Source: an optimization exercise on an open RTL-to-GDS flow (aim: small area). Production flows keep margins and buffers that such runs may drop. Function was checked by simulation only, so behaviour that the tests miss may differ from the original.

== P ==
## CC
module CC(
           clk,
           rst_n,
           in_valid,
           mode,
           xi,
           yi,
           out_valid,
           xo,
           yo
       );
input               clk, rst_n, in_valid;
input       [1:0]   mode;
input       [7:0]   xi, yi;
output              out_valid;
output      [7:0]   xo, yo;
localparam S_IDLE = 3'd0;
localparam S_CAP  = 3'd1;
localparam S_DIV  = 3'd2;
localparam S_RUN  = 3'd3;
localparam S_MUL  = 3'd4;
localparam S_OUT  = 3'd5;
reg [2:0] st;
reg [1:0] op;
reg [4:0] cnt;
reg [1:0] md;
reg       valid;
reg       gneg;
reg       first;
reg       ph;
reg [7:0] X, Y, YU;
reg [7:0] AX, AR, AE, BX, BR;
reg [8:0] BE;           
reg [12:0] AQ, BQ, DY;
wire [15:0] ACC = {YU, Y};
assign out_valid = valid;
assign xo = X;
assign yo = Y & {8{valid}};
function [16:0] rca;
    input [15:0] a, b;
    input        cin;
    integer k;
    reg c;
    begin
        c = cin;
        for (k = 0; k < 16; k = k + 1) begin
            rca[k] = a[k] ^ b[k] ^ c;
            c = (a[k] & b[k]) | (c & (a[k] ^ b[k]));
        end
        rca[16] = c;
    end
endfunction
wire [16:0] xinc = rca({8'd0, X}, 16'd0, 1'b1);
wire [16:0] cinc = rca({11'd0, cnt}, 16'd0, 1'b1);
wire [16:0] oinc = rca({14'd0, op}, 16'd0, 1'b1);
wire m0 = md == 2'd0;
wire m1 = md == 2'd1;
wire cap = (st == S_IDLE && in_valid) || st == S_CAP;
wire [1:0] pidx = (st == S_IDLE) ? 2'd0 : cnt[1:0];
wire p0 = cap && pidx == 2'd0;
wire p1 = cap && pidx == 2'd1;
wire p2 = cap && pidx == 2'd2;
wire p3 = cap && pidx == 2'd3;
wire lastm = p3 && !m1;
wire [7:0] xprev = ({8{lastm}} & BX) | ({8{~lastm}} & AX);
wire [7:0] yprev = ({8{lastm}} & BE[7:0]) | ({8{~lastm}} & YU);
wire [8:0] xsub;
wire ycin = ~(pidx == 2'd2 && m0);
wire [8:0] ysub;
wire [12:0] xsub13 = {{4{xsub[8]}}, xsub};
wire [12:0] ysub13 = {{4{ysub[8]}}, ysub};
wire div    = st == S_DIV;
wire render = st == S_RUN;
wire dinit  = div && cnt[4:1] == 4'd0;            
wire dlast  = div && cnt[4:1] == 4'd8;            
wire [7:0] initv = DY[7:0] & {8{AQ[8]}};          
wire [8:0] etA = ({9{cap}} & {yprev[7], yprev}) | ({9{~cap}} & {1'b0, AE});
wire [8:0] etB = ({9{cap}} & {~yi[7], ~yi}) | ({9{~cap}} & {1'b0, AR});
  ...
Size: ~130 flip-flops, roughly 38 I/O pins.
export LEC_CHECK = 0
export CAP_MARGIN = 20
export CORE_MARGIN = 2
export CORE_UTILIZATION = 40
export CTS_BUF_LIST = sky130_fd_sc_hd__clkbuf_8
export PLACE_DENSITY = 0.6
export SLEW_MARGIN = 20
create_clock -name core_clock -period 50.0 [get_ports {clk}]
standard.sh (not shown) runs the stock make flow with config.mk's settings and CLKGATE_MAP_FILE= SYNTH_SCRIPT=/design/flow/synth_recipe.tcl, a recipe that flattens the netlist after the stock synthesis.
==> flow/flow/run.sh <==
#!/bin/bash
export CTS_ARGS="-sink_clustering_enable -repair_clock_nets -dont_use_dummy_load -buf_list sky130_fd_sc_hd__clkbuf_8 -sink_buffer_max_cap_derate 2.0"
export BUFFER_PORTS_ARGS="-buffer_cell sky130_fd_sc_hd__buf_1"
bash standard.sh > standard.log 2>&1
P never completed; the flow aborted with a tool error in clock tree synthesis (4_1_cts).
Here is what was changed in the inputs of Q compared with P.
==> flow/flow/run.sh <==
#!/bin/bash
export CTS_ARGS="-sink_clustering_enable -repair_clock_nets -dont_use_dummy_load -buf_list sky130_fd_sc_hd__clkbuf_8"
export BUFFER_PORTS_ARGS="-buffer_cell sky130_fd_sc_hd__buf_1"
bash standard.sh > standard.log 2>&1
diff --git a/flow/config.mk b/flow/config.mk
--- a/flow/config.mk
+++ b/flow/config.mk
@@ -10 +10 @@
-export CORE_UTILIZATION = 40
+export CORE_UTILIZATION = 65
@@ -12 +12 @@
-export PLACE_DENSITY = 0.6
+export PLACE_DENSITY = 0.8
Findings:
- Estimated wirelength of the detail-placed design improves in Q relative to P.
- Per the comparison of Q with P, die boundary height -about 20%; share of synthesized area spent on multiplexers held; number of placed cells counting well taps saw a decrease; placer congestion estimate climbed 0.086.
- Q | stages: all done | timing, DRC, antenna: all pass

re-timing with driven ports:
How much do the figures lean on ideal ports? The routed layout below was timed once more, with nothing changed but the port constraints.
Step 1 sets driving cells, clkbuf_16 on the clock port and buf_2 on the other inputs (assumed; they add their load-dependent delay and slew).
Step 2 adds t to the input delays and takes it off the output delays; t is the mean of the earliest and latest rising clock arrival at the registers after step 1. Input paths then give back, and output paths get back, about the clock's delay inside the block.
a / b / c = ideal / step 1 / step 2; a / b = the first two.
run: Q
t, ns: 0.498
setup slack, ns: 30.456 / 30.475 / 29.977
worst setup path after step 2: input to register
worst register clock-pin slew, ns: 0.08 / 0.08
After both steps Q still meets setup and hold. The setup slack of Q moves by +0.019 ns with the drivers and by -0.479 ns with both steps.
